Source: an optimization exercise on an open RTL-to-GDS flow (aim: small area, a short achievable clock period and few clock cycles per item). Production flows keep margins and buffers that such runs may drop. Only simulation tests tie the RTL to the original design; equivalence was not proved.

== old ==
## des
module des(ck,rst,keyin,k,datin,p,e,f,ev,rdy);
    input   ck, keyin, datin;
    input   f;
    input   [64:1]  p, k;
    output  [64:1]  e;
    input   rst;
    output  ev, rdy;
    assign rdy = 1'b1;
    wire [56:1] kp = {k[4],k[12],k[20],k[28],k[5],k[13],k[21],k[29],k[37],k[45],k[53],k[61],k[6],k[14],k[22],k[30],k[38],k[46],k[54],k[62],k[7],k[15],k[23],k[31],k[39],k[47],k[55],k[63],k[36],k[44],k[52],k[60],k[3],k[11],k[19],k[27],k[35],k[43],k[51],k[59],k[2],k[10],k[18],k[26],k[34],k[42],k[50],k[58],k[1],k[9],k[17],k[25],k[33],k[41],k[49],k[57]};
    reg [56:1] ne, nd;
    always @(posedge ck) begin
        if (keyin) begin
            ne <= ~(kp & {56{f}});
            nd <= ~(kp & {56{~f}});
        end
    end
    wire [48:1] ka1 = {ne[33], ne[30], ne[37], ne[51], ne[43], ne[47], ne[54], ne[35], ne[29], ne[40], ne[50], ne[45], ne[49], ne[34], ne[46], ne[52], ne[41], ne[31], ne[56], ne[48], ne[38], ne[32], ne[53], ne[42], ne[3], ne[14], ne[21], ne[28], ne[8], ne[17], ne[9], ne[27], ne[5], ne[13], ne[20], ne[24], ne[11], ne[22], ne[7], ne[16], ne[1], ne[4], ne[6], ne[2], ne[25], ne[12], ne[18], ne[15]};
    wire [48:1] kb1 = {nd[32], nd[29], nd[36], nd[50], nd[42], nd[46], nd[53], nd[34], nd[56], nd[39], nd[49], nd[44], nd[48], nd[33], nd[45], nd[51], nd[40], nd[30], nd[55], nd[47], nd[37], nd[31], nd[52], nd[41], nd[2], nd[13], nd[20], nd[27], nd[7], nd[16], nd[8], nd[26], nd[4], nd[12], nd[19], nd[23], nd[10], nd[21], nd[6], nd[15], nd[28], nd[3], nd[5], nd[1], nd[24], nd[11], nd[17], nd[14]};
  ...
Settings: LEC_CHECK=0, ABC_AREA=1, CAP_MARGIN=20, CORE_MARGIN=2, CORE_UTILIZATION=60, CTS_CLUSTER_DIAMETER=100, CTS_CLUSTER_SIZE=24, SLEW_MARGIN=20, SYNTH_HIERARCHICAL=1; clock period 60.0 ns.
standard.sh (not shown) runs the stock make flow with config.mk's settings and CLKGATE_MAP_FILE= SYNTH_SCRIPT=/design/flow/synth_recipe.tcl, a recipe that flattens the netlist after the stock synthesis.
==> flow/flow/run.sh <==
#!/bin/bash
# Own flow: the standard layout (standard.sh), with two changes:
#  - synthesis maps combinational logic for area with ABC "strash; dch; map -a"
#    (flow/abc_own.script) and skips half-adder extraction; registers come out of the
#    standard synthesis steps unchanged;
#  - extra ORFS make variables from flow/make_args.txt (one NAME=value per line), for
#    example the cell used to buffer the ports.
set -euo pipefail
W=$PWD
rm -rf "$W/scripts_own"
cp -r "$FLOW_HOME/scripts" "$W/scripts_own"
cp "$W/flow/abc_own.script" "$W/scripts_own/abc_area.script"
ARGS=()
if [[ -f "$W/flow/make_args.txt" ]]; then
  while IFS= read -r line; do
    [[ -z "$line" || "$line" == \#* ]] && continue
    ARGS+=("$line")
  done < "$W/flow/make_args.txt"
fi
bash standard.sh synth SCRIPTS_DIR="$W/scripts_own" ABC_AREA=1 ADDER_MAP_FILE= "${ARGS[@]}" > "$W/own_synth.log" 2>&1
bash standard.sh finish "${ARGS[@]}" > "$W/own_layout.log" 2>&1
==> flow/flow/abc_own.script <==
strash
dch
map -a
topo
==> flow/flow/make_args.txt <==
BUFFER_PORTS_ARGS=-buffer_cell sky130_fd_sc_hd__buf_2
SETUP_SLACK_MARGIN=48
SYNTH_ARGS=-noabc
No stage failed in old, and the final checks on the layout all came back clean.
Testbench counts of old, summed over its fixed seeds: cycles 4,256, items 4,096.
What new does differently from old at the input level:
Settings: CTS_CLUSTER_DIAMETER changed from 100 to 80; CTS_CLUSTER_SIZE changed from 24 to 16; CTS_BUF_LIST newly set to sky130_fd_sc_hd__clkbuf_8.
==> flow/flow/make_args.txt <==
BUFFER_PORTS_ARGS=-buffer_cell sky130_fd_sc_hd__buf_2
SETUP_SLACK_MARGIN=47
SYNTH_ARGS=-noabc
[summary]
new vs old: non-clock buffer count down by more than 10%
new completed; timing, DRC and antenna clean
Row via count of the first global-routing pass: new lower / old higher
Delta (new minus old): total number of vias shrank by about 3%; count of placed standard cells including taps stayed essentially flat.

========
job 6387:
Starting RTL as in the previous note.
export LEC_CHECK = 0
export ABC_AREA = 1
export CAP_MARGIN = 20
export CORE_MARGIN = 2
export CORE_UTILIZATION = 65
export CTS_CLUSTER_DIAMETER = 100
export CTS_CLUSTER_SIZE = 24
export SLEW_MARGIN = 20
export SYNTH_HIERARCHICAL = 1
create_clock -name core_clock -period 60.0 [get_ports {ck}]
==> flow/flow/make_args.txt <==
BUFFER_PORTS_ARGS=-buffer_cell sky130_fd_sc_hd__buf_2
SETUP_SLACK_MARGIN=47
SYNTH_ARGS=-noabc
Scripts as last shown in full above: flow/flow/run.sh, flow/flow/abc_own.script
Testbench counts of job 6387, summed over its fixed seeds: cycles 4,256, items 4,096.
Here is what was changed in the inputs of job 3605 compared with job 6387.
- CORE_UTILIZATION now 60, was 65
- CTS_CLUSTER_SIZE now 32, was 24
- CTS_CLUSTER_DIAMETER now 120, was 100
--- outcome ---
- Compared job 3605 against job 6387; peak clock frequency supported by timing within noise.
- Delta (job 3605 minus job 6387): number of clock sinks was more or less identical; multi-input gate share of total cell area rose by 0.15 points; worst hold slack closely matched the old numbers; final worst-path cycle share shows no meaningful change.
- In the reports for job 3605 and job 6387, the smaller total length of routed wires belongs to job 6387.
- Cmp job 3605 and job 6387 / number of global-route vias before repair / higher: job 6387
- Job 3605 vs job 6387: total via count in the routed design down

========
## before
Another version of the RTL of des (not shown whole).
For scale: ~12000 cells after synthesis, ~440 flip-flops, about 200 I/O pins.
clock: 60.0 ns
lec_check: 0
abc_area: 1
cap_margin: 20
core_margin: 2
core_utilization: 60
cts_cluster_diameter: 100
cts_cluster_size: 24
slew_margin: 20
synth_hierarchical: 1
==> flow/flow/make_args.txt <==
BUFFER_PORTS_ARGS=-buffer_cell sky130_fd_sc_hd__buf_2
Scripts as last shown in full above: flow/flow/run.sh, flow/flow/abc_own.script
Testbench counts of before, summed over its fixed seeds: cycles 4,256, items 4,096.
Inputs modified between before and after:
Settings: a deleted CTS_CLUSTER_SIZE that had been 24; a change of CORE_UTILIZATION from 60 to 40; a deleted CTS_CLUSTER_DIAMETER that had been 100.
==> flow/flow/run.sh <==
#!/bin/bash
# Own flow: the standard layout, with synthesis mapping combinational logic for area
# (ABC "strash; dch; map -a") and without half-adder extraction. Registers come out of the
# standard synthesis steps unchanged.
set -euo pipefail
W=$PWD
rm -rf "$W/scripts_own"
cp -r "$FLOW_HOME/scripts" "$W/scripts_own"
cp "$W/flow/abc_own.script" "$W/scripts_own/abc_area.script"
bash standard.sh synth SCRIPTS_DIR="$W/scripts_own" ABC_AREA=1 ADDER_MAP_FILE= > "$W/own_synth.log" 2>&1
bash standard.sh > "$W/own_layout.log" 2>&1
removed: flow/flow/make_args.txt
==> comparison <==
- Of after and before, it is after that has the higher layout-stage area growth over the synthesis result.
- From before to after the numbers moved as follows: detailed-placement wirelength estimate increased by 15% relative to the old numbers; final wirelength increased by about 10% relative to the old numbers.
- A timing endpoint of the critical path of e[47] is what after shows, while x1[43]$_DFF_P_ belongs to before.
- after ended with less delay of the slowest cell on the worst path than before.
- after vs before on weighted congestion reported at the end of routability-driven placement: after is the lower one.

-- static timing again, ports no longer ideal --
The flow's constraints put no driver on any port. The routed layouts listed below were extracted and timed again, unchanged, in two steps.
Step 1 (the two cells are an assumption about what drives the block):
set clk [get_ports {ck}]
set_driving_cell -lib_cell sky130_fd_sc_hd__clkbuf_16 $clk
set_driving_cell -lib_cell sky130_fd_sc_hd__buf_2 [delete_from_list [all_inputs] $clk]
Step 2 times the ports against the registers' clock, not the clock port: input delays grow and output delays shrink by t, the midpoint of the rising clock arrivals with the driver on.
a / b / c = no drivers / after step 1 / after step 2; a / b = the first two.
run | t (ns) | setup WS [ns] | worst setup path after step 2 | clock arrival spread, ns | worst slew at a driven data input, ns
old | 0.764 | 46.841 / 46.760 / 46.918 | input to register | 0.057 / 0.058 | 0.31
new | 0.909 | 46.704 / 46.623 / 46.353 | input to register | 0.072 / 0.072 | 0.04
job 6387 | 0.768 | 46.827 / 46.746 / 46.396 | input to register | 0.043 / 0.043 | 0.05
job 3605 | 0.766 | 46.849 / 46.767 / 46.347 | input to register | 0.068 / 0.067 | 0.04
before | 0.781 | 46.661 / 46.661 / 46.186 | input to register | 0.053 / 0.054 | 0.05
after | 0.855 | 46.346 / 46.259 / 46.104 | input to register | 0.075 / 0.075 | 0.05
After both steps setup and hold are still met in every run listed. The setup slack of job 3605, which loses most, moves by -0.082 ns with the drivers and by -0.502 ns with both steps.
